Source: an optimization exercise on an open RTL-to-GDS flow (aim: a short achievable clock period and few clock cycles). Production flows keep margins and buffers that such runs may drop.
In this exercise RTL edits were held to simulation tests only and were not proved equivalent to the original.
Power is estimated from default activity; no workload was simulated.

==> flow/design.v, too long to show whole: its modules and the start of the top module <==
// module dl_reg_en_rst: 20 lines
// module dl_mux2: 16 lines
// module dl_mux4: 20 lines
// module dl_mux8: 28 lines
// module dl_mux32: 76 lines
// module dl_pri_encoder_4p2p: 15 lines
// module dl_decoder_5p32p: 45 lines
// module dl_adder: 15 lines
// module dl_lshift: 10 lines
// module dl_rshift: 26 lines
// module dl_and: 9 lines
// module dl_or: 9 lines
// module dl_xor: 9 lines
// module alu: 98 lines
// module lsu: 61 lines
// module regfile: 81 lines
// module F_stage: 53 lines
// module D_stage: 201 lines
// module X_stage: 139 lines
// module M_stage: 72 lines
// module W_stage: 50 lines
// module core: 255 lines
module core (
    input  logic                clk,
    input  logic                rst_n,
    output logic                imem_req_vld,
    input  logic                imem_req_rdy,
    output logic [68:0]         imem_req,
    input  logic                imem_rsp_vld,
    output logic                imem_rsp_rdy,
    input  logic [68:0]         imem_rsp,
    output logic                dmem_req_vld,
    input  logic                dmem_req_rdy,
    output logic [68:0]         dmem_req,
    input  logic                dmem_rsp_vld,
    output logic                dmem_rsp_rdy,
    input  logic [68:0]         dmem_rsp
);
  // ...
==> flow/run.sh <==
#!/bin/bash
# synth_recipe.tcl (not shown) runs the flow's synth.tcl, then flattens the netlist and writes it again
# the make line also repeats each setting of config.mk as NAME=value (left out here)
make -C /OpenROAD-flow-scripts/flow DESIGN_CONFIG=/design/flow/config.mk WORK_HOME=/design/flow/orfs CLKGATE_MAP_FILE= SYNTH_SCRIPT=/design/flow/synth_recipe.tcl finish
==> flow/config.mk <==
export PLATFORM = sky130hd
export DESIGN_NAME = core
export DESIGN_NICKNAME = core
export VERILOG_FILES = /design/flow/design.v
export SDC_FILE = /design/flow/constraint.sdc
export NUM_CORES = 4
export LEC_CHECK = 0
export CAP_MARGIN = 20
export CELL_PAD_IN_SITES_DETAIL_PLACEMENT = 1
export CELL_PAD_IN_SITES_GLOBAL_PLACEMENT = 2
export CORE_MARGIN = 2
export CORE_UTILIZATION = 25
export PLACE_DENSITY = 0.5
export SLEW_MARGIN = 20
==> flow/constraint.sdc <==
create_clock -name core_clock -period 11.0 [get_ports {clk}]
set_input_delay 2.2000 -clock core_clock [delete_from_list [all_inputs] [get_ports {clk}]]
set_output_delay 2.2000 -clock core_clock [all_outputs]
set_load 0.01 [all_outputs]
==> impl_metrics.json, run 1 <==
{
  "multi_input_combinational_area_share_pct": 48.9,
  "route.detailed.drc": 0,
  "dr_wl_met2_mm": 244,
  "share_seq_of_total_power_pct": 41.9,
  "post_synth_num_cell_types": 87,
  "synth.avg_cell_area_um2": 7.62,
  "ys_seq_elements": 1384,
  "register_with_the_most_flip_flops": "gprf.genblk_regfile_arr.reg_inst.q",
  "cts.repair.resized": 4,
  "ys_dominant_reg_cell": "sky130_fd_sc_hd__dfxtp_1",
  "design.core.area_um2": 288000,
  "cts_buffer_depth": 4,
  "total_area_of_multi_input_combinational_cells_um2": 41500,
  "clock_buffer_count": 256,
  "critical_path_buf_inv_count": 5,
  "min_delay_worst_endpoint": "gprf.genblk_regfile_arr[29].reg_inst.q[10]",
  "endpoint_of_the_most_critical_register_to_register_path": "program_cntr.q[27]",
  "synth.top_cell.area_share_pct": 38.3,
  "result_of_the_run": "finished clean",
  "met3WireLength_mm": 47.3,
  "worst-setup-path-type": "flop to output port",
  "layout_commonest_cell": "sky130_fd_sc_hd__nand2_1",
  "power_combinational_mw": 1.08,
  "cts_setup_buffers": 3,
  "number_of_clock_sinks": 1384,
  "sh_seq_area_pct": 32.7,
  "post-route-util_pct": 29.5,
  "dpl_worst_slack_ns": 0.347,
  "post_synth_and_or_nand_nor_area_fraction_pct": 21.4,
  "first_iter_violations": 10200,
  "fraction_of_final_layout_cells_with_drive_strength_greater_than_1_pct": 10.1,
  "drtAntennaViolNets": 0,
  "worstSetupEndpointType": "output port",
  "fillcell_total": 33900,
  "global_route.peak_usage_layer": "met2",
  "worst-path-max-fanout": 20,
  "die_h_um": 542,
  "critical_path.max_stage_delay_ns": 0.58,
  "grt_max_degree": 200,
  "layout_min_cycle_time_ns": 10.60,
  "detail_route.first_pass.iterations": 10
}
Testbench counts, summed over its fixed seeds: cycles 133,698.
==> module core, before the edit <==
module core (
    input  logic                clk,
    input  logic                rst_n,
    output logic                imem_req_vld,
    input  logic                imem_req_rdy,
    output logic [68:0]         imem_req,
    input  logic                imem_rsp_vld,
    output logic                imem_rsp_rdy,
    input  logic [68:0]         imem_rsp,
    output logic                dmem_req_vld,
    input  logic                dmem_req_rdy,
    output logic [68:0]         dmem_req,
    input  logic                dmem_rsp_vld,
    output logic                dmem_rsp_rdy,
    input  logic [68:0]         dmem_rsp
);
    memory_types_pkg::mem_pkt_t                   imem_req_pkt;
    memory_types_pkg::mem_pkt_t                   imem_rsp_pkt;
    memory_types_pkg::mem_pkt_t                   dmem_req_pkt;
    memory_types_pkg::mem_pkt_t                   dmem_rsp_pkt;
    logic [core_types_pkg::N_BITS-1:0]          dmem_rsp_data;
    logic                       pc_reg_en;
    core_types_pkg::rf_ctrl_t                   rf_ctrl_pkt_X_vld;
    core_types_pkg::rf_ctrl_t                   rf_ctrl_pkt_M_vld;
    core_types_pkg::rf_ctrl_t                   rf_ctrl_pkt_W_vld;
    assign imem_req = imem_req_pkt;
    assign imem_rsp_pkt = imem_rsp;
    assign dmem_req = dmem_req_pkt;
    assign dmem_rsp_pkt = dmem_rsp;
    logic [core_types_pkg::N_BITS-1:0]          pc;
    logic [core_types_pkg::N_BITS-1:0]          next_pc;
    logic [core_types_pkg::N_BITS-1:0]          instr;
    logic [core_types_pkg::N_BITS-1:0]          pc_D;
    logic [core_types_pkg::N_BITS-1:0]          pc_X;
    logic [core_types_pkg::RF_IDX_WIDTH-1:0]    rs1;
    logic [core_types_pkg::RF_IDX_WIDTH-1:0]    rs2;
    logic [core_types_pkg::N_BITS-1:0]          op1;
    logic [core_types_pkg::N_BITS-1:0]          op2;
    logic [core_types_pkg::N_BITS-1:0]          jal_branch_tgt;
    logic                       jal_vld;
    logic [core_types_pkg::N_BITS-1:0]          branch_tgt;
    logic                       branch_vld;
    logic                       jalr_vld;
    core_types_pkg::ctrl_transfer_t             ctrl_transfer_pkt;
    logic [core_types_pkg::N_BITS-1:0]          jalr_tgt;
    logic [core_types_pkg::N_BITS-1:0]          rs1_data;
    logic [core_types_pkg::N_BITS-1:0]          rs2_data;
    core_types_pkg::alu_op_t                    alu_op;
    core_types_pkg::rf_ctrl_t                   rf_ctrl_pkt_D;
    core_types_pkg::rf_ctrl_t                   rf_ctrl_pkt_X;
    core_types_pkg::rf_ctrl_t                   rf_ctrl_pkt_M;
    core_types_pkg::rf_ctrl_t                   rf_ctrl_pkt_W;
    core_types_pkg::dmem_req_ctrl_t             dmem_req_ctrl_pkt;
    logic [core_types_pkg::N_BITS-1:0]          dmem_store_data;
    logic                       is_dmem_rd;
    logic [core_types_pkg::N_BITS-1:0]          X_out;
    logic [core_types_pkg::N_BITS-1:0]          M_out;
    logic [core_types_pkg::N_BITS-1:0]          W_out;
    logic                       F_vld;
    logic                       D_vld;
    logic                       X_vld;
    logic                       M_vld;
    logic                       W_vld;
    logic                       F_stall;
    logic                       D_stall;
    logic                       X_stall;
    logic                       M_stall;
    logic                       W_stall;
    logic                       F_squash;
    logic                       D_squash;
    logic                       X_squash;
    logic                       M_squash;
    logic                       W_squash;
    assign pc_reg_en = !F_stall;
    dl_reg_en_rst #(
        .NUM_BITS   (core_types_pkg::N_BITS),
        .RST_VAL    (core_types_pkg::PC_RESET)
    ) program_cntr (
        .clk        (clk),
        .rst_n      (rst_n),
        .en         (pc_reg_en),
        .d          (next_pc),
        .q          (pc)
    );
    regfile #(    
        .N_BITS (core_types_pkg::N_BITS),
        .N_REGS (core_types_pkg::RF_N_REGS)
    ) gprf (
        .clk                    (clk),
        .rst_n                  (rst_n),
        .rd0_idx                (rs1),
        .rd1_idx                (rs2),
        .rd0_data               (rs1_data),
        .rd1_data               (rs2_data),
        .wr_en                  (W_vld && rf_ctrl_pkt_W.wr_en),
        .wr_idx                 (rf_ctrl_pkt_W.rd),
        .wr_data                (W_out)
    );
    assign rf_ctrl_pkt_X_vld = {rf_ctrl_pkt_X.rd, rf_ctrl_pkt_X.wr_en && X_vld};
    assign rf_ctrl_pkt_M_vld = {rf_ctrl_pkt_M.rd, rf_ctrl_pkt_M.wr_en && M_vld};
    assign rf_ctrl_pkt_W_vld = {rf_ctrl_pkt_W.rd, rf_ctrl_pkt_W.wr_en && W_vld};
    F_stage F_stage_inst (
        .clk                    (clk),
        .rst_n                  (rst_n),
        .vld_in                 (1'b1),  
        .vld                    (F_vld),
        .stall_in               (D_stall),
        .stall                  (F_stall),
        .squash_in              (D_squash),
        .squash                 (),
        .pc                     (pc),
        .next_pc                (next_pc),
        .jal_tgt                (jal_branch_tgt),
        .jal_vld                (jal_vld),
        .branch_tgt             (branch_tgt),
        .branch_vld             (branch_vld),
        .jalr_tgt               (jalr_tgt),
        .jalr_vld               (jalr_vld)
    );
    dl_reg_en_rst #(
        .NUM_BITS   (core_types_pkg::N_BITS)
    ) pc_reg_D (
        .clk        (clk),
        .rst_n      (rst_n),
        .en         (!F_stall),
        .d          (pc),
        .q          (pc_D)
    );
    dl_reg_en_rst #(
        .NUM_BITS   (core_types_pkg::N_BITS)
    ) imem_rsp_instr_reg (
        .clk        (clk),
        .rst_n      (rst_n),
        .en         (!F_stall),
        .d          (imem_rsp_pkt.data),
        .q          (instr)
    );
    D_stage D_stage_inst (
        .clk                    (clk),
        .rst_n                  (rst_n),
        .vld_in                 (F_vld),
        .vld                    (D_vld),
        .stall_in               (X_stall),
        .stall                  (D_stall),
        .squash_in              (X_squash),
        .squash                 (D_squash),
        .instr                  (instr),
        .pc                     (pc_D),
        .rs1                    (rs1),
        .rs2                    (rs2),
        .rs1_data               (rs1_data),
        .rs2_data               (rs2_data),
        .X_bypass               (X_out),
        .M_bypass               (M_out),
        .W_bypass               (W_out),
        .X_rf_ctrl_pkt          (rf_ctrl_pkt_X_vld),
        .M_rf_ctrl_pkt          (rf_ctrl_pkt_M_vld),
        .W_rf_ctrl_pkt          (rf_ctrl_pkt_W_vld),
        .nxt_stg_is_dmem_rd     (is_dmem_rd),
        .op1                    (op1),
        .op2                    (op2),
        .jal_branch_tgt         (jal_branch_tgt),
        .jal_vld                (jal_vld),
        .ctrl_transfer_pkt      (ctrl_transfer_pkt),
        .alu_op                 (alu_op),
        .rf_ctrl_pkt            (rf_ctrl_pkt_D),
        .dmem_req_ctrl_pkt      (dmem_req_ctrl_pkt),
        .dmem_store_data        (dmem_store_data)
    );
    dl_reg_en_rst #(
        .NUM_BITS   (core_types_pkg::N_BITS)
    ) pc_reg_X (
        .clk        (clk),
        .rst_n      (rst_n),
        .en         (!X_stall),
        .d          (pc_D),
        .q          (pc_X)
    );
    X_stage X_stage_inst (
        .clk                    (clk),
        .rst_n                  (rst_n),
        .vld_in                 (D_vld),
        .vld                    (X_vld),
        .stall_in               (M_stall),
        .stall                  (X_stall),
        .squash_in              (M_squash),
        .squash                 (X_squash),
        .alu_op_nxt             (alu_op),
        .rf_ctrl_pkt_in         (rf_ctrl_pkt_D),
        .rf_ctrl_pkt_out        (rf_ctrl_pkt_X),
        .op1_nxt                (op1),
        .op2_nxt                (op2),
        .pc                     (pc_X),
        .branch_tgt_in          (jal_branch_tgt),
        .branch_tgt             (branch_tgt),
        .branch_vld             (branch_vld),
        .ctrl_transfer_pkt_in   (ctrl_transfer_pkt),
        .jalr_tgt               (jalr_tgt),
        .jalr_vld               (jalr_vld),
        .data_out               (X_out)
    );
    M_stage M_stage_inst (
        .clk                    (clk),
        .rst_n                  (rst_n),
        .vld_in                 (X_vld),
        .vld                    (M_vld),
        .stall_in               (W_stall),
        .stall                  (M_stall),
        .squash_in              (W_squash),
        .squash                 (M_squash),
        .exe_data_in            (X_out),
        .mem_rsp_data           (dmem_rsp_data),
        .is_dmem_rd             (is_dmem_rd),
        .rf_ctrl_pkt_in         (rf_ctrl_pkt_X),
        .rf_ctrl_pkt_out        (rf_ctrl_pkt_M),
        .data_out               (M_out)
    );
    W_stage W_stage_inst (
        .clk                    (clk),
        .rst_n                  (rst_n),
        .vld_in                 (M_vld),
        .vld                    (W_vld),
        .stall_in               (1'b0),
        .stall                  (W_stall),
        .squash_in              (1'b0),
        .squash                 (W_squash),
        .rf_ctrl_pkt_in         (rf_ctrl_pkt_M),
        .rf_ctrl_pkt_out        (rf_ctrl_pkt_W),
        .data_in                (M_out),
        .data_out               (W_out)
    );
    lsu lsu_inst (
        .clk                    (clk),
        .rst_n                  (rst_n),
        .dmem_req_ctrl_pkt_in   (dmem_req_ctrl_pkt),
        .dmem_req_addr          (X_out),
        .dmem_wr_data_in        (dmem_store_data),
        .is_dmem_rd             (is_dmem_rd),
        .dmem_req_out_vld       (dmem_req_vld),
        .dmem_req_out           (dmem_req_pkt),
        .dmem_rsp_data_in       (dmem_rsp_pkt.data),
        .dmem_rsp_data_out      (dmem_rsp_data),
        .vld_0                  (X_vld),
        .vld_1                  (M_vld),
        .stall_0                (X_stall),
        .stall_1                (M_stall)
    );
    assign imem_req_vld = rst_n && !F_stall;
    assign imem_req_pkt.mtype = memory_types_pkg::READ;
    assign imem_req_pkt.addr = next_pc;
    assign imem_req_pkt.len = 2'b0;
    assign imem_req_pkt.data = 32'b0;
    assign imem_rsp_rdy = rst_n;
    assign dmem_rsp_rdy = 1'b1;
endmodule
==> run 2: changes to the inputs <==
==> flow/design.v (replaced) <==
module core (
    input  logic                clk,
    input  logic                rst_n,
    output logic                imem_req_vld,
    input  logic                imem_req_rdy,
    output logic [68:0]         imem_req,
    input  logic                imem_rsp_vld,
    output logic                imem_rsp_rdy,
    input  logic [68:0]         imem_rsp,
    output logic                dmem_req_vld,
    input  logic                dmem_req_rdy,
    output logic [68:0]         dmem_req,
    input  logic                dmem_rsp_vld,
    output logic                dmem_rsp_rdy,
    input  logic [68:0]         dmem_rsp
);
    logic [31:0] pc_d;           
    logic        d_vld;          
    logic        d_redir_q;      
    logic [31:0] d_tgt_q;
    logic        x_vld;
    logic [31:0] x_a, x_b, x_sd, x_dres, x_alt;
    logic        x_wen;
    logic [4:0]  x_rd;
    logic        x_ld, x_st, x_uns;
    logic [1:0]  x_len;
    logic        x_br, x_jalr, x_pred;
    logic [2:0]  x_fn;
    logic        x_s_add, x_s_sub, x_s_sll, x_s_slt, x_s_sltu;
    logic        x_s_xor, x_s_sr, x_s_or, x_s_and, x_s_d;
    logic        x_sra;
    logic        x_fa, x_fb, x_fsd;   
    logic        m_vld, m_wen, m_ld, m_uns;
    logic [4:0]  m_rd;
    logic [1:0]  m_len;
    logic [31:0] m_res;
    logic [31:0] rf [1:31];
    logic [31:0] ld_raw, ld_ext, m_val;
    assign ld_raw = dmem_rsp[31:0];
    always_comb begin
        case (m_len)
            2'd1:    ld_ext = {{24{!m_uns && ld_raw[7]}}, ld_raw[7:0]};
            2'd2:    ld_ext = {{16{!m_uns && ld_raw[15]}}, ld_raw[15:0]};
            default: ld_ext = ld_raw;
        endcase
    end
    assign m_val = m_ld ? ld_ext : m_res;
    logic [31:0] sum, diff, sll_v, sr_v, x_res, x_target;
    logic        eq, lt, ltu, taken;
    logic        x_stall, x_go, mispred, x_redirect;
    assign sum  = x_a + x_b;
    assign diff = x_a - x_b;
    assign eq   = (x_a == x_b);
    assign ltu  = (x_a < x_b);
    assign lt   = (x_a[31] != x_b[31]) ? x_a[31] : ltu;
    assign sll_v = x_a << x_b[4:0];
    assign sr_v  = (x_a >> x_b[4:0]) | ({32{x_sra & x_a[31]}} & ~(32'hffffffff >> x_b[4:0]));
    assign x_res = ({32{x_s_add}}  & sum)
                 | ({32{x_s_sub}}  & diff)
                 | ({32{x_s_sll}}  & sll_v)
                 | ({32{x_s_slt}}  & {31'b0, lt})
                 | ({32{x_s_sltu}} & {31'b0, ltu})
                 | ({32{x_s_xor}}  & (x_a ^ x_b))
                 | ({32{x_s_sr}}   & sr_v)
                 | ({32{x_s_or}}   & (x_a | x_b))
                 | ({32{x_s_and}}  & (x_a & x_b))
                 | ({32{x_s_d}}    & x_dres);
    always_comb begin
        case (x_fn)
            3'b000:  taken = eq;
            3'b001:  taken = !eq;
            3'b100:  taken = lt;
            3'b101:  taken = !lt;
            3'b110:  taken = ltu;
            3'b111:  taken = !ltu;
            default: taken = 1'b0;
        endcase
    end
    assign x_stall    = x_vld && (x_fa || x_fb || x_fsd);
    assign x_go       = x_vld && !x_stall;
    assign mispred    = x_go && x_br && (taken != x_pred);
    assign x_redirect = mispred || (x_go && x_jalr);
    assign x_target   = x_jalr ? {sum[31:1], 1'b0} : x_alt;
    assign dmem_req_vld = x_go && (x_ld || x_st);
    assign dmem_req     = {2'b00, x_st, sum, x_len, x_sd};
    assign dmem_rsp_rdy = 1'b1;
    logic [31:0] ins;
    logic [4:0]  opc;
    logic [2:0]  f3;
    logic [4:0]  rs1, rs2, rd;
    logic        is_lui, is_auipc, is_jal, is_jalr, is_br, is_ld, is_st, is_opi, is_opr;
    logic        use1, use2, d_ok, pred;
    logic [31:0] imm_i, imm_s, imm_b, imm_j, imm_u;
    logic [31:0] pc_plus4, tgt_b, tgt_j, auipc_v;
    logic [31:0] rf1, rf2, rs1_v, rs2_v;
    logic [31:0] fetch_addr;
    assign ins = imem_rsp[31:0];
    assign opc = ins[6:2];
    assign f3  = ins[14:12];
    assign rs1 = ins[19:15];
    assign rs2 = ins[24:20];
    assign rd  = ins[11:7];
    assign is_lui   = (opc == 5'b01101);
    assign is_auipc = (opc == 5'b00101);
    assign is_jal   = (opc == 5'b11011);
    assign is_jalr  = (opc == 5'b11001);
    assign is_br    = (opc == 5'b11000);
    assign is_ld    = (opc == 5'b00000);
    assign is_st    = (opc == 5'b01000);
    assign is_opi   = (opc == 5'b00100);
    assign is_opr   = (opc == 5'b01100);
    assign use1 = is_jalr || is_br || is_ld || is_st || is_opi || is_opr;
    assign use2 = is_br || is_st || is_opr;
    assign imm_i = {{20{ins[31]}}, ins[31:20]};
    assign imm_s = {{20{ins[31]}}, ins[31:25], ins[11:7]};
    assign imm_b = {{19{ins[31]}}, ins[31], ins[7], ins[30:25], ins[11:8], 1'b0};
    assign imm_j = {{11{ins[31]}}, ins[31], ins[19:12], ins[20], ins[30:21], 1'b0};
    assign imm_u = {ins[31:12], 12'b0};
    assign pc_plus4 = pc_d + 32'd4;
    assign tgt_b    = pc_d + imm_b;
    assign tgt_j    = pc_d + imm_j;
    assign auipc_v  = pc_d + imm_u;
    assign rf1 = (rs1 == 5'd0) ? 32'b0 : rf[rs1];
    assign rf2 = (rs2 == 5'd0) ? 32'b0 : rf[rs2];
    assign rs1_v = (x_vld && x_wen && x_rd == rs1) ? x_res :
                   (m_vld && m_wen && m_rd == rs1) ? m_val : rf1;
    assign rs2_v = (x_vld && x_wen && x_rd == rs2) ? x_res :
                   (m_vld && m_wen && m_rd == rs2) ? m_val : rf2;
    logic haz1, haz2;
    assign haz1 = x_vld && x_ld && x_wen && (x_rd == rs1) && use1;
    assign haz2 = x_vld && x_ld && x_wen && (x_rd == rs2) && use2;
    assign d_ok = d_vld && !d_redir_q && !x_redirect;
    assign pred = is_br && ins[31];
    assign fetch_addr   = x_redirect ? x_target : (d_redir_q ? d_tgt_q : pc_plus4);
    assign imem_req_vld = rst_n && !x_stall;
    assign imem_req     = {3'b000, fetch_addr, 2'b00, 32'b0};
    assign imem_rsp_rdy = rst_n;
    always_ff @(posedge clk) begin
        if (!rst_n) begin
            pc_d      <= 32'hfffffffc;
            d_vld     <= 1'b0;
            d_redir_q <= 1'b0;
            x_vld     <= 1'b0;
            m_vld     <= 1'b0;
        end else begin
            if (!x_stall) begin
                pc_d      <= fetch_addr;
                d_vld     <= 1'b1;
                d_redir_q <= d_ok && (is_jal || pred);
                x_vld     <= d_ok;
            end
            m_vld <= x_go;
        end
    end
    always_ff @(posedge clk) begin
        if (!x_stall) begin
            d_tgt_q  <= is_jal ? tgt_j : tgt_b;
            x_a      <= rs1_v;
            x_b      <= (is_br || is_opr) ? rs2_v : (is_st ? imm_s : imm_i);
            x_sd     <= rs2_v;
            x_dres   <= is_lui ? imm_u : (is_auipc ? auipc_v : pc_plus4);
            x_alt    <= pred ? pc_plus4 : tgt_b;
            x_wen    <= (is_lui || is_auipc || is_jal || is_jalr || is_ld || is_opi || is_opr) && (rd != 5'd0);
            x_rd     <= rd;
            x_ld     <= is_ld;
            x_st     <= is_st;
            x_uns    <= f3[2];
            x_len    <= (f3[1:0] == 2'b00) ? 2'd1 : (f3[1:0] == 2'b01) ? 2'd2 : 2'd0;
            x_br     <= is_br;
            x_jalr   <= is_jalr;
            x_pred   <= pred;
            x_fn     <= f3;
            x_s_add  <= (is_opi || is_opr) && f3 == 3'b000 && !(is_opr && ins[30]);
            x_s_sub  <= is_opr && f3 == 3'b000 && ins[30];
            x_s_sll  <= (is_opi || is_opr) && f3 == 3'b001;
            x_s_slt  <= (is_opi || is_opr) && f3 == 3'b010;
            x_s_sltu <= (is_opi || is_opr) && f3 == 3'b011;
            x_s_xor  <= (is_opi || is_opr) && f3 == 3'b100;
            x_s_sr   <= (is_opi || is_opr) && f3 == 3'b101;
            x_s_or   <= (is_opi || is_opr) && f3 == 3'b110;
            x_s_and  <= (is_opi || is_opr) && f3 == 3'b111;
            x_s_d    <= is_lui || is_auipc || is_jal || is_jalr;
            x_sra    <= ins[30];
            x_fa     <= haz1;
            x_fb     <= haz2 && (is_br || is_opr);
            x_fsd    <= haz2 && is_st;
        end else begin
            if (x_fa)  x_a  <= ld_ext;
            if (x_fb)  x_b  <= ld_ext;
            if (x_fsd) x_sd <= ld_ext;
            x_fa  <= 1'b0;
            x_fb  <= 1'b0;
            x_fsd <= 1'b0;
        end
        m_wen <= x_wen;
        m_rd  <= x_rd;
        m_ld  <= x_ld;
        m_uns <= x_uns;
        m_len <= x_len;
        m_res <= x_res;
        if (m_vld && m_wen)
            rf[m_rd] <= m_val;
    end
endmodule
--- a/flow/config.mk
+++ b/flow/config.mk
@@ -7,2 +7,3 @@
 export LEC_CHECK = 0
+export ABC_CLOCK_PERIOD_IN_PS = 4000
 export CAP_MARGIN = 20
@@ -11,4 +12,5 @@
 export CORE_MARGIN = 2
-export CORE_UTILIZATION = 25
-export PLACE_DENSITY = 0.5
+export CORE_UTILIZATION = 35
+export PLACE_DENSITY = 0.55
+export SETUP_SLACK_MARGIN = 5
 export SLEW_MARGIN = 20
==> run 2 against run 1 <==
Effect of this change: highest routed layer unchanged; first-iteration DRC count decreased by 56%; power grew 27%; critical endpoint is now imem_req[42]; via count decreased by 36%; final area increased by 1.5%; flip-flop and latch count is 93 lower; clock skew down 0.0076 ns; critical path depth is 16 lower.
==> impl_metrics.json, run 2 <==
{
  "p_leak_nw": 29.6,
  "worst_r2r_startpoint": "x_b[2]",
  "worstSetupEndpointType": "output port",
  "fin_crit_sh_pct": 62.2,
  "r2r_cells": 14,
  "cts-hold-fix-buffers": 0,
  "number_of_flops_mapped_to_enable_cells_by_yosys": 1210,
  "floorplan.die_area_um2": 212000,
  "critPathMostFrequentCell": "sky130_fd_sc_hd__buf_12",
  "fraction_of_final_layout_cells_with_drive_strength_greater_than_1_pct": 25.5,
  "synthTopCellsByArea": "sky130_fd_sc_hd__edfxtp_1 50%, sky130_fd_sc_hd__mux4_2 17%, sky130_fd_sc_hd__mux2i_1 4.2%",
  "cp.depth": 14,
  "cts_buffer_depth": 3,
  "final_critical_path_setup_slack_ns": 4.16,
  "layout_commonest_cell": "sky130_fd_sc_hd__edfxtp_1",
  "grt_max_degree": 120,
  "clk_pin_slew_ns": 0.06,
  "drtAntennaViolNets": 0,
  "num-nets-final": 6021,
  "portBuffers": 165,
  "clkLatencyLatePin_ns": 0.84,
  "endpoint_of_the_most_critical_register_to_register_path": "x_sd[21]",
  "critical_path_buf_inv_count": 5,
  "commonest_cells_after_routing_fill_and_taps_aside": "1210 x sky130_fd_sc_hd__edfxtp_1, 553 x sky130_fd_sc_hd__mux4_2, 421 x sky130_fd_sc_hd__nor2_1",
  "power_density_nw_per_um2": 185,
  "critical_path.max_stage_delay_ns": 0.56,
  "setup_viol": 0,
  "hold_path.class": "flop to flop",
  "type_of_origin_of_the_critical_path": "flop",
  "htree_num_levels": 4,
  "setup_tns_ns": 0,
  "endpoint": "imem_req[42]",
  "layout_min_cycle_time_ns": 6.84,
  "ys_seq_elements": 1291,
  "worst-setup-path-type": "flop to output port",
  "vdd_drop_max_uv": 183,
  "antenna_violations_before_repair": 22,
  "final.setup_skew_ns": 0.0502,
  "gp_congestion": 0.891,
  "register_with_the_most_flip_flops": "rf",
  "maximum_clock_frequency_mhz": 146,
  "drt-vias-per-instance": 6.07,
  "worst-path-max-fanout": 5,
  "initial_core_util_pct": 35.2,
  "critical-path-top-delay-family": "simple AND/OR/NAND/NOR gates",
  "cp_data_arrival_time_ns": 4.64,
  "crit_slowest_cell": "sky130_fd_sc_hd__or4_4",
  "post_synth_num_cell_types": 98,
  "netlist_instances": 5464,
  "first_pass_grt_wire_length_mm": 436,
  "area_delta_synth_final_pct": 18.4,
  "critical_path.startpoint": "x_a[14]",
  "synth.top_cell.area_share_pct": 49.9,
  "dpl_worst_slack_ns": 2.99,
  "post-route-util_pct": 41.7,
  "detailedPlacementHpwl_mm": 203,
  "ys_dominant_reg_cell": "sky130_fd_sc_hd__edfxtp_1",
  "largest_register_ff_count": 992,
  "final_hold_viol_count": 0,
  "rsz_0062_raised_after_global_routing": "yes",
  "post_synth_most_frequent_cells": "1210 x sky130_fd_sc_hd__edfxtp_1, 553 x sky130_fd_sc_hd__mux4_2, 462 x sky130_fd_sc_hd__nor2_1, 379 x sky130_fd_sc_hd__a21oi_1, 308 x sky130_fd_sc_hd__o21ai_0",
  "most_frequent_cell_after_synthesis": "sky130_fd_sc_hd__edfxtp_1",
  "worst_slew_pin_slew_ns": 1.19,
  "slew_violations": 0,
  "synth.avg_cell_area_um2": 13.3,
  "cts_buffers": 155,
  "die_h_um": 460,
  "design.core.area_um2": 207000,
  "yosys.area.top_type": "sky130_fd_sc_hd__edfxtp_1",
  "relSlewSlack_pct": 20.9,
  "worst_ep_required_time_ns": 8.80,
  "ys_seq_area_share_pct": 52.1,
  "gr-usage-all-layers_pct": 29.6,
  "post_layout_nonfiller_instances": 8553,
  "critical_path.cell_chain": "inv_2 -> ha_4 -> or4_4 -> nor4b_4 -> o31ai_4 -> a31o_1 -> a41o_4 -> or2_4 -> o211ai_4 -> buf_12 -> buf_12 -> buf_16 -> mux2i_4 -> buf_2",
  "dp.cells": 8084,
  "clock_tree_from_tritoncts": "done",
  "detail_route.wl_per_cell_um": 37.0,
  "first_iter_violations": 4497,
  "number_of_clock_sinks": 1291,
  "synthesis.area_um2": 72800,
  "asyncSetResetFlopFracSynth_pct": 0,
  "gr-total-overflow": 0,
  "clk_root_buffer_cell": "sky130_fd_sc_hd__clkbuf_16",
  "detailroute.via_count": 51900,
  "route.detailed.drc": 0,
  "reg2reg_setup_slack_ns": 5.40,
  "ys_warn_count": 1,
  "first_global_vias": 53200,
  "wirelength_mm": 316,
  "std_cell_rows": 167,
  "result_of_the_run": "finished clean",
  "detail_route.first_pass.iterations": 5,
  "maxCapViolations": 0,
  "num_io_pins": 286,
  "die_width_um": 460
}
## run 2: changes by cell type in the layout (fill, tap and decap cells not counted), moves of 295 or more
| cell | delta |
|---|---|
| sky130_fd_sc_hd__nand2_1 | -2123 |
| sky130_fd_sc_hd__dfxtp_1 | -1288 |
| sky130_fd_sc_hd__edfxtp_1 | +1210 |
| sky130_fd_sc_hd__a21oi_1 | -935 |
| sky130_fd_sc_hd__mux4_2 | +492 |
| sky130_fd_sc_hd__a22o_1 | -353 |
| sky130_fd_sc_hd__a221oi_1 | -295 |
## run 2: power breakdown
part	internal (mW)	switching (mW)	total (mW)	leakage, nW
Clock	3.06	2.23	5.29	2.47
Sequential	5.79	0.244	6.03	12.1
Combinational	1.85	2.80	4.66	15.1
Total	10.7	5.28	16.0	29.6
## run 2: layout make-up
class	count	area, um2
Inverter	145	568
Antenna cell	6	15.0
Timing Repair Buffer	510	4840
Multi-Input combinational cell	3615	34300
Fill cell	20900	121000
Tap cell	2704	3380
Clock inverter	87	1000
Sequential cell	1291	38000
Clock buffer	195	4110
## run 2: cell families after synthesis
kind of cell | Yosys count | share of synthesized area [%]
simple gates | 1089 | 6.72
mux | 886 | 21.7
flops | 1291 | 52.1
fa+ha+maj | 159 | 2.78
other cells | 2 | 0.0103
xor+xnor | 157 | 1.89
compound gates | 1284 | 11.3
buf+inv | 596 | 3.44
## run 2: worst min-delay path by stage
stage	cells past startpoint	to	from	slack [ns]
3_3_place_gp	0	m_ld	x_ld	0.41
5_1_grt	0	m_ld	x_ld	0.42
3_5_place_dp	0	m_ld	x_ld	0.39
6_report	0	m_ld	x_ld	0.43
2_1_floorplan	0	m_ld	x_ld	0.36
4_1_cts	0	m_ld	x_ld	0.42
## run 2: layer usage
layer,GRT usage [%],up-vias,routed length [um]
met5,0,-,13
met4,12.7,2,15600
met3,3.63,408,15300
met2,48.8,1598,152000
met1,39.3,27800,134000
li1,-,22100,-
## run 2: worst reg2reg max path, delay by kind of cell (launching register included)
family                     cells  cell delay (ns)
AOI/OAI and AO/OA              7             3.60
and+or+nand+nor                2             0.32
buffers and inverters          3             0.52
adders and majority gates      1             0.25
DFF                            1             0.36
xor gates and xnor gates       1             0.15
## run 2: stage by stage
stage               power (mW)  cell area [um2]  hold WS (ns)
global placement          10.2            77800         0.406
detailed placement        10.2            77800         0.393
CTS                       16.0            85500         0.421
global route              16.6            86200         0.423
floorplan                 8.41            72900         0.364
finish                    16.0            86200         0.431
## run 2: timing repair
action	CTS	global route
pin swaps	68	53
gates resized for setup	505	87
cloned	7	0
endpoints found under the setup margin	66	67
endpoints found under the hold margin	0	0
buffers inserted	130	43
Testbench counts of run 2, summed over its fixed seeds: cycles 122,173.
==> run 3: changes to the inputs <==
--- a/flow/design.v
+++ b/flow/design.v
@@ -16,2 +16,3 @@
 );
+    localparam int NB = 16;      
     logic [31:0] pc_d;           
@@ -21,3 +22,4 @@
     logic        x_vld;
-    logic [31:0] x_a, x_b, x_sd, x_dres, x_alt;
+    logic [31:0] x_a, x_b, x_sd, x_dres, x_tgt, x_pc4;
+    logic [31:2] x_pc, x_ptgt;
     logic        x_wen;
@@ -26,3 +28,4 @@
     logic [1:0]  x_len;
-    logic        x_br, x_jalr, x_pred;
+    logic        x_br, x_jal, x_jalr, x_pt, x_pbtb;
+    logic [NB-1:0] x_hitv;
     logic [2:0]  x_fn;
@@ -37,2 +40,6 @@
     logic [31:0] rf [1:31];
+    logic [NB-1:0] bt_v;
+    logic [31:2]   bt_tag [NB];
+    logic [31:2]   bt_tgt [NB];
+    logic [3:0]    bt_ptr;
     logic [31:0] ld_raw, ld_ext, m_val;
@@ -47,5 +54,5 @@
     assign m_val = m_ld ? ld_ext : m_res;
-    logic [31:0] sum, diff, sll_v, sr_v, x_res, x_target;
+    logic [31:0] sum, diff, sll_v, sr_v, x_res, jr_tgt;
     logic        eq, lt, ltu, taken;
-    logic        x_stall, x_go, mispred, x_redirect;
+    logic        x_stall, x_go;
     assign sum  = x_a + x_b;
@@ -78,7 +85,21 @@
     end
-    assign x_stall    = x_vld && (x_fa || x_fb || x_fsd);
-    assign x_go       = x_vld && !x_stall;
-    assign mispred    = x_go && x_br && (taken != x_pred);
-    assign x_redirect = mispred || (x_go && x_jalr);
-    assign x_target   = x_jalr ? {sum[31:1], 1'b0} : x_alt;
+    assign x_stall = x_vld && (x_fa || x_fb || x_fsd);
+    assign x_go    = x_vld && !x_stall;
+    logic tgt_ok;
+    assign tgt_ok = !x_pbtb || (x_ptgt == x_tgt[31:2]);
+    logic [31:0] jk, jc;
+    logic        jr_ok;
+    assign jk = {x_ptgt, 2'b00};
+    assign jc = x_a ^ x_b ^ jk;                      
+    always_comb begin
+        jr_ok = x_pbtb && (jc[1] == (x_a[0] & x_b[0]));
+        for (int i = 1; i < 31; i++)
+            jr_ok = jr_ok && (jc[i+1] == ((x_a[i] & x_b[i]) | (x_a[i] & jc[i]) | (x_b[i] & jc[i])));
+    end
+    assign jr_tgt = {sum[31:1], 1'b0};
+    logic sel_tgt, sel_pc4, sel_jr, x_redirect;
+    assign sel_tgt = x_go && ((x_br && taken) || x_jal) && !(x_pt && tgt_ok);
+    assign sel_pc4 = x_go && x_br && !taken && x_pt;
+    assign sel_jr  = x_go && x_jalr && !jr_ok;
+    assign x_redirect = sel_tgt || sel_pc4 || sel_jr;
     assign dmem_req_vld = x_go && (x_ld || x_st);
@@ -91,3 +112,3 @@
     logic        is_lui, is_auipc, is_jal, is_jalr, is_br, is_ld, is_st, is_opi, is_opr;
-    logic        use1, use2, d_ok, pred;
+    logic        use1, use2, d_ok, back;
     logic [31:0] imm_i, imm_s, imm_b, imm_j, imm_u;
@@ -132,4 +153,25 @@
     assign d_ok = d_vld && !d_redir_q && !x_redirect;
-    assign pred = is_br && ins[31];
-    assign fetch_addr   = x_redirect ? x_target : (d_redir_q ? d_tgt_q : pc_plus4);
+    assign back = ins[31];
+    logic [NB-1:0] hitv;
+    logic          hit;
+    logic [31:2]   btb_tgt;
+    always_comb begin
+        btb_tgt = '0;
+        for (int i = 0; i < NB; i++) begin
+            hitv[i] = bt_v[i] && (bt_tag[i] == pc_d[31:2]);
+            btb_tgt = btb_tgt | ({30{hitv[i]}} & bt_tgt[i]);
+        end
+    end
+    assign hit = |hitv;
+    logic d_redir, d_pt;
+    assign d_redir = hit ? !(is_jal || is_jalr || is_br) : (is_jal || (is_br && back));
+    assign d_pt    = hit ? (is_jal || is_jalr || is_br) : (is_jal || (is_br && back));
+    always_comb begin
+        if (sel_tgt)        fetch_addr = x_tgt;
+        else if (sel_pc4)   fetch_addr = x_pc4;
+        else if (sel_jr)    fetch_addr = jr_tgt;
+        else if (d_redir_q) fetch_addr = d_tgt_q;
+        else if (hit)       fetch_addr = {btb_tgt, 2'b00};
+        else                fetch_addr = pc_plus4;
+    end
     assign imem_req_vld = rst_n && !x_stall;
@@ -137,2 +179,8 @@
     assign imem_rsp_rdy = rst_n;
+    logic          bt_wr, bt_rm;
+    logic [31:2]   bt_wdata;
+    assign bt_wr    = x_go && ((((x_br && taken) || x_jal) && !(x_pbtb && tgt_ok)) ||
+                               (x_jalr && !jr_ok));
+    assign bt_rm    = sel_pc4 && x_pbtb;
+    assign bt_wdata = x_jalr ? jr_tgt[31:2] : x_tgt[31:2];
     always_ff @(posedge clk) begin
@@ -144,2 +192,4 @@
             m_vld     <= 1'b0;
+            bt_v      <= '0;
+            bt_ptr    <= '0;
         end else begin
@@ -148,3 +198,3 @@
                 d_vld     <= 1'b1;
-                d_redir_q <= d_ok && (is_jal || pred);
+                d_redir_q <= d_ok && d_redir;
                 x_vld     <= d_ok;
@@ -152,2 +202,22 @@
             m_vld <= x_go;
+            if (bt_wr) begin
+                if (x_pbtb) begin
+                    bt_v <= bt_v | x_hitv;
+                end else begin
+                    bt_v[bt_ptr] <= 1'b1;
+                    bt_ptr       <= bt_ptr + 4'd1;
+                end
+            end else if (bt_rm) begin
+                bt_v <= bt_v & ~x_hitv;
+            end
+        end
+    end
+    always_ff @(posedge clk) begin
+        if (bt_wr) begin
+            for (int i = 0; i < NB; i++) begin
+                if (x_pbtb ? x_hitv[i] : (bt_ptr == 4'(i))) begin
+                    bt_tag[i] <= x_pc;
+                    bt_tgt[i] <= bt_wdata;
+                end
+            end
         end
@@ -156,3 +226,3 @@
         if (!x_stall) begin
-            d_tgt_q  <= is_jal ? tgt_j : tgt_b;
+            d_tgt_q  <= ({32{hit}} & pc_plus4) | ({32{!hit && is_jal}} & tgt_j) | ({32{!hit && !is_jal}} & tgt_b);
             x_a      <= rs1_v;
@@ -161,3 +231,9 @@
             x_dres   <= is_lui ? imm_u : (is_auipc ? auipc_v : pc_plus4);
-            x_alt    <= pred ? pc_plus4 : tgt_b;
+            x_tgt    <= ({32{is_jal}} & tgt_j) | ({32{!is_jal}} & tgt_b);
+            x_pc4    <= pc_plus4;
+            x_pc     <= pc_d[31:2];
+            x_ptgt   <= btb_tgt;
+            x_pt     <= d_pt;
+            x_pbtb   <= hit;
+            x_hitv   <= hitv;
             x_wen    <= (is_lui || is_auipc || is_jal || is_jalr || is_ld || is_opi || is_opr) && (rd != 5'd0);
@@ -169,4 +245,4 @@
             x_br     <= is_br;
+            x_jal    <= is_jal;
             x_jalr   <= is_jalr;
-            x_pred   <= pred;
             x_fn     <= f3;
==> run 3 against run 2 <==
Effect of this change: setup slack worse by 0.40 ns; power is 82% higher; final area is 63% higher; first-iteration DRC count is 90% higher; register-to-register slack worse by 0.11 ns; critical path type unchanged; global-route usage is 0.52 points higher; wire length is 64% higher; combinational power is 75% higher; critical endpoint is now imem_req[62].
==> impl_metrics.json, run 3 <==
{
  "ys_dominant_reg_cell": "sky130_fd_sc_hd__edfxtp_1",
  "layout_commonest_cell": "sky130_fd_sc_hd__edfxtp_1",
  "seqCellArea_um2": 70600,
  "first_iter_violations": 8530,
  "power.internal_mw": 19.2,
  "setup_viol": 0,
  "ys_warn_count": 3,
  "asyncSetResetFlopFracSynth_pct": 0,
  "number_of_flops_mapped_to_enable_cells_by_yosys": 2281,
  "drtAntennaViolNets": 0,
  "largest_register_ff_count": 992,
  "most_frequent_cell_after_synthesis": "sky130_fd_sc_hd__edfxtp_1",
  "total_area_of_multi_input_combinational_cells_um2": 45700,
  "fraction_of_final_layout_cells_with_drive_strength_greater_than_1_pct": 25.6,
  "critical_path.cell_chain": "inv_1 -> ha_1 -> or3_4 -> a221oi_4 -> o211a_4 -> o31a_4 -> or3b_4 -> a211oi_4 -> buf_6 -> buf_6 -> and2_4 -> buf_6 -> o311ai_4 -> o21ai_4 -> buf_6",
  "portBuffers": 165,
  "dpl_worst_slack_ns": 2.18,
  "post_synth_num_cell_types": 100,
  "worst_slew_pin_slew_ns": 1.30,
  "type_of_origin_of_the_critical_path": "flop",
  "first_pass_grt_wire_length_mm": 703,
  "relSlewSlack_pct": 11.8,
  "p_leak_nw": 47.1,
  "route.detailed.drc": 0,
  "fin_crit_sh_pct": 65.8,
  "cts_buffers": 285,
  "final_critical_path_setup_slack_ns": 3.76,
  "netlist_instances": 8094,
  "drt-vias-per-instance": 6.02,
  "maximum_clock_frequency_mhz": 138,
  "gr-total-overflow": 0,
  "initial_core_util_pct": 35.1,
  "share_seq_of_total_power_pct": 39.8,
  "power_density_nw_per_um2": 206,
  "ys_seq_elements": 2382,
  "sw_frac_of_total_pct": 33.7,
  "gr-usage-all-layers_pct": 30.1,
  "worst-setup-path-type": "flop to output port",
  "design.core.area_um2": 333000,
  "setup_tns_ns": 0,
  "result_of_the_run": "finished clean",
  "cp_data_arrival_time_ns": 5.04,
  "register_with_the_most_flip_flops": "rf",
  "critical_path.max_stage_delay_ns": 0.54,
  "detailroute.via_count": 80500,
  "clk_root_buffer_cell": "sky130_fd_sc_hd__clkbuf_16",
  "vdd_drop_max_uv": 135,
  "ys_seq_area_share_pct": 60.3,
  "critical-path-top-delay-family": "compound AO/OA/AOI/OAI gates",
  "clk_pin_slew_ns": 0.05,
  "htree_num_levels": 5,
  "die_h_um": 582,
  "floorplan.die_area_um2": 339000,
  "worst-path-max-fanout": 5,
  "switching_power_mw": 9.78,
  "wirelength_mm": 520,
  "critPathMostFrequentCell": "sky130_fd_sc_hd__buf_6",
  "worst_ep_required_time_ns": 8.80,
  "area_delta_synth_final_pct": 20.5,
  "yosys.area.top_type": "sky130_fd_sc_hd__edfxtp_1",
  "first_global_vias": 80700,
  "comb_power_share_pct": 28.2,
  "crit_slowest_cell": "sky130_fd_sc_hd__edfxtp_1",
  "layout_min_cycle_time_ns": 7.24,
  "synth.top_cell.area_share_pct": 58.6,
  "share_clk_of_total_power_pct": 32.0,
  "cts-hold-fix-buffers": 0,
  "std_cell_rows": 212,
  "detail_route.wl_per_cell_um": 38.9,
  "detail_route.first_pass.iterations": 5,
  "final_hold_viol_count": 0,
  "number_of_clock_sinks": 2382,
  "clock_tree_from_tritoncts": "done",
  "gp_congestion": 0.899,
  "num-nets-final": 9084,
  "clkLatencyLatePin_ns": 0.92,
  "biggestRegsByFlops": "rf x992, bt_tag x480, bt_tgt x480",
  "maxCapViolations": 0,
  "cts_buffer_depth": 4,
  "die_width_um": 582,
  "final.setup_skew_ns": 0.0540,
  "synthesis.area_um2": 117000,
  "synthTopCellsByArea": "sky130_fd_sc_hd__edfxtp_1 59%, sky130_fd_sc_hd__mux4_2 11%, sky130_fd_sc_hd__xnor2_1 3.5%",
  "commonest_cells_after_routing_fill_and_taps_aside": "2281 x sky130_fd_sc_hd__edfxtp_1, 557 x sky130_fd_sc_hd__mux4_2, 528 x sky130_fd_sc_hd__buf_4",
  "critical_path_buf_inv_count": 5,
  "antenna_violations_before_repair": 65,
  "worstSetupEndpointType": "output port",
  "grt_max_degree": 125,
  "fillcell_total": 33100,
  "detailedPlacementHpwl_mm": 334,
  "synth.avg_cell_area_um2": 14.4,
  "hold_path.class": "flop to flop",
  "rsz_0062_raised_after_global_routing": "yes",
  "num_io_pins": 286,
  "post_synth_most_frequent_cells": "2281 x sky130_fd_sc_hd__edfxtp_1, 557 x sky130_fd_sc_hd__mux4_2, 476 x sky130_fd_sc_hd__nor2_1, 461 x sky130_fd_sc_hd__xnor2_1, 424 x sky130_fd_sc_hd__a21oi_1",
  "slew_violations": 0
}
-- run 3: metal layers --
| metal | vias to the layer above | share of wire [%] | global-route usage, % |
|---|---|---|---|
| met4 | 12 | 4.3 | 11.5 |
| met2 | 3138 | 46 | 47.4 |
| li1 | 33100 | - | - |
| met5 | - | 0.017 | 0 |
| met1 | 43500 | 43 | 42.5 |
| met3 | 726 | 6.2 | 3.78 |
-- run 3: through the flow --
step                utilization (%)  cell area [um2]  power, mW  hold WS, ns  cells
floorplan                         -           117000       15.1        0.364   8132
finish                         42.3           141000       29.0        0.367  13400
global placement               37.5           125000       18.6        0.356  12400
CTS                            41.9           140000       28.9        0.370  13300
detailed placement             37.6           125000       18.7        0.359  12400
global route                   42.3           141000       29.8        0.392  13400
-- run 3: area by class of cell --
class / count / share of cell area (%)
antenna: 18 / 0.0320
multi-input combinational: 4948 / 32.5
inverter: 211 / 0.594
clock inverter: 147 / 0.958
clock buffer: 359 / 5.37
tap: 4387 / 3.90
timing repair buffer: 918 / 6.55
sequential: 2382 / 50.1
-- run 3: power groups by stage --
stage | Combinational [mW] | Clock (mW) | Sequential [mW]
after floorplan | 3.65 | 0 | 11.4
after CTS | 7.86 | 9.45 | 11.6
after detailed placement | 6.80 | 0 | 11.9
after global routing | 8.51 | 9.75 | 11.6
final | 8.17 | 9.28 | 11.5
after global placement | 6.70 | 0 | 11.9
-- run 3: final timing paths --
kind / from / end / slack (ns) / cells past startpoint
min reg2reg: x_len[1] / m_len[1] / 0.37 / 0
max reg2reg: x_b[6] / bt_tgt[9][27] / 5.29 / 16
max: x_b[6] / imem_req[62] / 3.76 / 15
min: x_len[1] / m_len[1] / 0.37 / 0
-- run 3: logic make-up (layout without fill, tap and decap cells) --
| family | count (synthesis) | count (layout) | synth area share, % |
|---|---|---|---|
| mux | 847 | 847 | 13.3 |
| fa+ha+maj | 194 | 194 | 2.29 |
| xor+xnor | 683 | 683 | 5.12 |
| other cells | 2 | 58 | 0.00642 |
| buf+inv | 808 | 1635 | 3.00 |
| flops | 2382 | 2382 | 60.3 |
| simple gates | 1529 | 1534 | 6.33 |
| compound gates | 1649 | 1650 | 9.63 |
-- run 3: timing repair --
| action | in CTS | in global routing |
|---|---|---|
| gates resized for setup | 741 | 145 |
| setup endpoints to repair | 861 | 657 |
| setup buffers | 330 | 72 |
| gates cloned | 15 | 2 |
| pin swaps | 118 | 83 |
-- run 3: worst reg2reg max path: stages, from the launching register on --
cell	delay, ns
sky130_fd_sc_hd__edfxtp_1	0.54
sky130_fd_sc_hd__inv_1	0.16
sky130_fd_sc_hd__ha_1	0.29
sky130_fd_sc_hd__or3_4	0.43
sky130_fd_sc_hd__a221oi_4	0.36
sky130_fd_sc_hd__o211a_4	0.23
sky130_fd_sc_hd__o31a_4	0.15
sky130_fd_sc_hd__nor4b_2	0.39
sky130_fd_sc_hd__a211oi_4	0.08
sky130_fd_sc_hd__buf_6	0.17
sky130_fd_sc_hd__buf_12	0.15
sky130_fd_sc_hd__buf_4	0.20
sky130_fd_sc_hd__o21ai_2	0.56
sky130_fd_sc_hd__nand2_4	0.40
sky130_fd_sc_hd__buf_4	0.41
sky130_fd_sc_hd__a21oi_4	0.18
sky130_fd_sc_hd__buf_4	0.57
Testbench counts of run 3, summed over its fixed seeds: cycles 109,269.
==> run 4: changes to the inputs <==
--- a/flow/design.v
+++ b/flow/design.v
@@ -21,2 +21,8 @@
     logic [31:0] d_tgt_q;
+    logic [31:0] pc4_d;          
+    logic          hit_q;        
+    logic [NB-1:0] hitv_q;
+    logic [31:2]   btb_tgt_q;
+    logic        x_redir_q;      
+    logic [31:0] x_rtgt_q;
     logic        x_vld;
@@ -139,3 +145,3 @@
     assign imm_u = {ins[31:12], 12'b0};
-    assign pc_plus4 = pc_d + 32'd4;
+    assign pc_plus4 = pc4_d;
     assign tgt_b    = pc_d + imm_b;
@@ -152,3 +158,3 @@
     assign haz2 = x_vld && x_ld && x_wen && (x_rd == rs2) && use2;
-    assign d_ok = d_vld && !d_redir_q && !x_redirect;
+    assign d_ok = d_vld && !d_redir_q && !x_redir_q && !x_redirect;
     assign back = ins[31];
@@ -157,10 +163,5 @@
     logic [31:2]   btb_tgt;
-    always_comb begin
-        btb_tgt = '0;
-        for (int i = 0; i < NB; i++) begin
-            hitv[i] = bt_v[i] && (bt_tag[i] == pc_d[31:2]);
-            btb_tgt = btb_tgt | ({30{hitv[i]}} & bt_tgt[i]);
-        end
-    end
-    assign hit = |hitv;
+    assign hitv    = hitv_q;
+    assign hit     = hit_q;
+    assign btb_tgt = btb_tgt_q;
     logic d_redir, d_pt;
@@ -169,5 +170,3 @@
     always_comb begin
-        if (sel_tgt)        fetch_addr = x_tgt;
-        else if (sel_pc4)   fetch_addr = x_pc4;
-        else if (sel_jr)    fetch_addr = jr_tgt;
+        if (x_redir_q)      fetch_addr = x_rtgt_q;
         else if (d_redir_q) fetch_addr = d_tgt_q;
@@ -175,2 +174,11 @@
         else                fetch_addr = pc_plus4;
+    end
+    logic [NB-1:0] f_hitv;
+    logic [31:2]   f_btb_tgt;
+    always_comb begin
+        f_btb_tgt = '0;
+        for (int i = 0; i < NB; i++) begin
+            f_hitv[i] = bt_v[i] && (bt_tag[i] == fetch_addr[31:2]);
+            f_btb_tgt = f_btb_tgt | ({30{f_hitv[i]}} & bt_tgt[i]);
+        end
     end
@@ -188,4 +196,7 @@
             pc_d      <= 32'hfffffffc;
+            pc4_d     <= 32'h0;
+            hit_q     <= 1'b0;
             d_vld     <= 1'b0;
             d_redir_q <= 1'b0;
+            x_redir_q <= 1'b0;
             x_vld     <= 1'b0;
@@ -197,2 +208,4 @@
                 pc_d      <= fetch_addr;
+                pc4_d     <= fetch_addr + 32'd4;
+                hit_q     <= |f_hitv;
                 d_vld     <= 1'b1;
@@ -202,2 +215,3 @@
             m_vld <= x_go;
+            x_redir_q <= x_redirect;
             if (bt_wr) begin
@@ -225,3 +239,6 @@
     always_ff @(posedge clk) begin
+        x_rtgt_q <= ({32{sel_tgt}} & x_tgt) | ({32{sel_pc4}} & x_pc4) | ({32{sel_jr}} & jr_tgt);
         if (!x_stall) begin
+            hitv_q    <= f_hitv;
+            btb_tgt_q <= f_btb_tgt;
             d_tgt_q  <= ({32{hit}} & pc_plus4) | ({32{!hit && is_jal}} & tgt_j) | ({32{!hit && !is_jal}} & tgt_b);
==> flow/flow/run.sh (new file) <==
#!/bin/bash
set -euo pipefail
bash standard.sh synth > synth.log 2>&1
bash standard.sh SETUP_SLACK_MARGIN=6.5 finish > layout.log 2>&1
==> flow/standard.sh (new file) <==
#!/bin/bash
# synth_recipe.tcl (not shown) runs the flow's synth.tcl, then flattens the netlist and writes it again
# the make line also repeats each setting of config.mk as NAME=value (left out here)
make -C /OpenROAD-flow-scripts/flow DESIGN_CONFIG=/design/flow/config.mk WORK_HOME=/design/flow/orfs CLKGATE_MAP_FILE= SYNTH_SCRIPT=/design/flow/synth_recipe.tcl "${@:-finish}"
--- a/flow/config.mk
+++ b/flow/config.mk
@@ -14,3 +14,2 @@
 export PLACE_DENSITY = 0.55
-export SETUP_SLACK_MARGIN = 5
 export SLEW_MARGIN = 20
removed: flow/run.sh
==> run 4 against run 3 <==
Effect of this change: still clean on timing, DRC and antenna; clock power increased by 4.6%; clock skew increased by 0.047 ns; sequential power decreased by 5%; sequential share of layout area decreased by 5.7 points; die area increased by 6.0%; setup slack improved by 0.82 ns; synthesized cell count increased by 9.5%; area after synthesis increased by 6.0%.
==> impl_metrics.json, run 4 <==
{
  "result_of_the_run": "finished clean",
  "type_of_origin_of_the_critical_path": "flop",
  "num_io_pins": 286,
  "area_delta_synth_final_pct": 33.0,
  "number_of_clock_sinks": 2492,
  "num-nets-final": 10600,
  "vdd_drop_max_uv": 190,
  "clock_tree_from_tritoncts": "done",
  "route.detailed.drc": 0,
  "clk_root_buffer_cell": "sky130_fd_sc_hd__clkbuf_16",
  "switching_power_mw": 7.41,
  "total_area_of_multi_input_combinational_cells_um2": 53400,
  "rsz_0062_raised_after_global_routing": "yes",
  "synthTopCellsByArea": "sky130_fd_sc_hd__edfxtp_1 56%, sky130_fd_sc_hd__mux4_2 9.8%, sky130_fd_sc_hd__xnor2_1 3.4%",
  "die_h_um": 599,
  "dpl_worst_slack_ns": 3.50,
  "power_density_nw_per_um2": 154,
  "critical_path.cell_chain": "ha_4 -> inv_2 -> fa_2 -> nor2b_4 -> o31a_1 -> o41ai_4 -> buf_6 -> a211oi_4 -> nor3_4 -> buf_12 -> o21ba_4 -> o31a_1 -> xnor2_4 -> buf_12 -> buf_6",
  "clk_pin_slew_ns": 0.05,
  "maxCapViolations": 0,
  "post_layout_nonfiller_instances": 15300,
  "layout_min_cycle_time_ns": 6.42,
  "critical_path.max_stage_delay_ns": 0.51,
  "post_synth_most_frequent_cells": "2327 x sky130_fd_sc_hd__edfxtp_1, 541 x sky130_fd_sc_hd__mux4_2, 488 x sky130_fd_sc_hd__xnor2_1, 473 x sky130_fd_sc_hd__nand2_1, 469 x sky130_fd_sc_hd__o21ai_0",
  "p_leak_nw": 57.1,
  "final_hold_viol_count": 0,
  "ys_warn_count": 3,
  "floorplan.die_area_um2": 359000,
  "first_iter_violations": 13200,
  "synth.top_cell.area_share_pct": 56.4,
  "gr-usage-all-layers_pct": 36.2,
  "antenna_violations_before_repair": 76,
  "grt_max_degree": 119,
  "fraction_of_final_layout_cells_with_drive_strength_greater_than_1_pct": 33.1,
  "power.internal_mw": 18.0,
  "setup_tns_ns": 0,
  "final_critical_path_setup_slack_ns": 4.58,
  "gr-total-overflow": 0,
  "number_of_flops_mapped_to_enable_cells_by_yosys": 2327,
  "detailedPlacementHpwl_mm": 389,
  "sw_frac_of_total_pct": 29.2,
  "netlist_instances": 8862,
  "seqCellArea_um2": 73200,
  "detail_route.first_pass.iterations": 6,
  "first_global_vias": 93600,
  "slew_violations": 0,
  "ys_seq_area_share_pct": 59.1,
  "worst_slew_pin_slew_ns": 1.31,
  "design.core.area_um2": 352000,
  "detailroute.via_count": 95700,
  "largest_register_ff_count": 992,
  "cts_buffer_depth": 4,
  "setup_viol": 0,
  "yosys.area.top_type": "sky130_fd_sc_hd__edfxtp_1",
  "fillcell_total": 34400,
  "die_width_um": 599,
  "drtAntennaViolNets": 0,
  "asyncSetResetFlopFracSynth_pct": 0,
  "cts_buffers": 301,
  "share_seq_of_total_power_pct": 43.0,
  "register_with_the_most_flip_flops": "rf",
  "critical-path-top-delay-family": "compound AO/OA/AOI/OAI gates",
  "worstSetupEndpointType": "output port",
  "wirelength_mm": 667,
  "detail_route.wl_per_cell_um": 43.7,
  "clkLatencyLatePin_ns": 0.99,
  "biggestRegsByFlops": "rf x992, bt_tag x480, bt_tgt x480",
  "synthesis.area_um2": 124000,
  "htree_num_levels": 5,
  "first_pass_grt_wire_length_mm": 871,
  "hold_path.class": "flop to flop",
  "drt-vias-per-instance": 6.27,
  "synth.avg_cell_area_um2": 14.0,
  "worst-setup-path-type": "flop to output port",
  "commonest_cells_after_routing_fill_and_taps_aside": "2327 x sky130_fd_sc_hd__edfxtp_1, 691 x sky130_fd_sc_hd__buf_4, 541 x sky130_fd_sc_hd__mux4_2",
  "initial_core_util_pct": 35.2,
  "comb_power_share_pct": 18.8,
  "worst_ep_required_time_ns": 8.80,
  "critical_path_buf_inv_count": 5,
  "dp.cells": 13500,
  "portBuffers": 165,
  "final.setup_skew_ns": 0.101,
  "layout_commonest_cell": "sky130_fd_sc_hd__edfxtp_1",
  "share_clk_of_total_power_pct": 38.3,
  "ys_seq_elements": 2492,
  "std_cell_rows": 218,
  "worst-path-max-fanout": 3,
  "gp_congestion": 0.915,
  "maximum_clock_frequency_mhz": 156,
  "cp_data_arrival_time_ns": 4.22,
  "post_synth_num_cell_types": 98,
  "fin_crit_sh_pct": 58.3,
  "most_frequent_cell_after_synthesis": "sky130_fd_sc_hd__edfxtp_1",
  "crit_slowest_cell": "sky130_fd_sc_hd__edfxtp_1",
  "relSlewSlack_pct": 12.9,
  "ys_dominant_reg_cell": "sky130_fd_sc_hd__edfxtp_1"
}
[run 4: changes by cell type in the layout (fill, tap and decap cells not counted), moves of 43 or more]
| cell | previous run | this run |
|---|---|---|
| sky130_fd_sc_hd__o21ai_0 | 261 | 338 |
| sky130_fd_sc_hd__xor2_1 | 212 | 378 |
| sky130_fd_sc_hd__buf_16 | 7 | 168 |
| sky130_fd_sc_hd__buf_6 | 128 | 411 |
| sky130_fd_sc_hd__o21ai_4 | 9 | 52 |
| sky130_fd_sc_hd__buf_4 | 528 | 691 |
| sky130_fd_sc_hd__edfxtp_1 | 2281 | 2327 |
| sky130_fd_sc_hd__o21ai_2 | 7 | 72 |
| sky130_fd_sc_hd__a221oi_1 | 138 | 181 |
| sky130_fd_sc_hd__dfxtp_1 | 70 | 155 |
| sky130_fd_sc_hd__nand2_1 | 371 | 438 |
| sky130_fd_sc_hd__a21oi_1 | 372 | 326 |
| sky130_fd_sc_hd__buf_12 | 82 | 199 |
[run 4: worst register-to-register path, delay by kind of cell, from the launching register on]
| family | cells | cell delay, ns |
|---|---|---|
| fa+ha+maj | 1 | 0.15 |
| buf+inv | 24 | 2.96 |
| flops | 1 | 0.53 |
| mux | 1 | 0.32 |
| compound gates | 6 | 1.33 |
| simple gates | 4 | 0.80 |
[run 4: final cells by class]
class	count	area share (%)
antenna	18	0.0273
multi-input combinational	5574	32.4
timing repair buffer	1695	13.4
tap	4730	3.59
timing repair inverter	3	0.0137
inverter	210	0.550
clock inverter	142	0.681
clock buffer	390	4.91
sequential	2492	44.4
[run 4: layer usage]
metal / GRT usage [%] / share of wire (%)
met5: 0 / 0.080
met1: 49.5 / 40
met2: 55.6 / 44
met4: 16.1 / 5.5
met3: 7.22 / 9.5
[run 4: logic make-up after synthesis]
group | count (synthesis) | synth area share (%)
adders and majority gates | 194 | 2.16
buffers and inverters | 842 | 2.85
muxes | 911 | 13.0
xor gates and xnor gates | 872 | 6.16
and+or+nand+nor | 1605 | 6.17
AOI/OAI and AO/OA | 1944 | 10.6
DFF | 2492 | 59.1
other | 2 | 0.00606
[run 4: repair_timing]
action	CTS	global route
pin swaps	417	308
setup endpoints to repair	1587	1253
cloned	164	24
resized for setup	1937	495
buffers inserted	715	273
hold buffers	0	0
[run 4: per-stage QoR]
step / area (um2) / utilization, % / hold slack (ns) / total power, mW
after floorplan: 125000 / - / 0.364 / 12.9
after global placement: 133000 / 37.8 / 0.368 / 14.6
after detailed placement: 133000 / 37.8 / 0.358 / 14.6
after CTS: 160000 / 45.4 / 0.377 / 25.1
after global routing: 165000 / 46.8 / 0.394 / 25.9
final: 165000 / 46.8 / 0.375 / 25.4
[run 4: worst paths after layout]
check,from,end,slack (ns),cells past startpoint
max,x_b[0],dmem_req[58],4.58,15
min,x_len[1],m_len[1],0.37,0
max reg2reg,x_a[2],bt_tgt[9][13],4.61,36
min reg2reg,x_len[1],m_len[1],0.37,0
[run 4: power by group through the flow]
stage,Clock [mW],Combinational (mW),Sequential (mW)
floorplan,0,1.81,11.0
global placement,0,3.43,11.1
detailed placement,0,3.48,11.1
CTS,9.80,4.37,10.9
global route,10.1,4.90,10.9
finish,9.71,4.77,10.9
Testbench counts of run 4, summed over its fixed seeds: cycles 112,222.

[static timing again, ports no longer ideal]
The flow's constraints put no driver on any port. The routed layouts listed below were extracted and timed again, unchanged, in two steps.
Step 1 assumes that a clkbuf_16 drives the clock port and a buf_2 every other input.
Step 2 adds t to the input delays and takes it off the output delays; t is the mean of the earliest and latest rising clock arrival at the registers after step 1. Input paths then give back, and output paths get back, about the clock's delay inside the block.
a / b / c = ideal / step 1 / step 2; a / b = the first two.
run	t (ns)	setup slack, ns	worst slew at a driven data input, ns	pins driven straight from the clock port
run 1	0.994	0.401 / 0.298 / 1.292	0.07	1
run 2	0.905	4.161 / 4.069 / 4.305	0.15	1
run 3	0.995	3.759 / 3.661 / 3.952	0.27	1
run 4	1.040	4.584 / 4.480 / 4.607	0.40	1
After both steps every run listed still meets setup and hold.
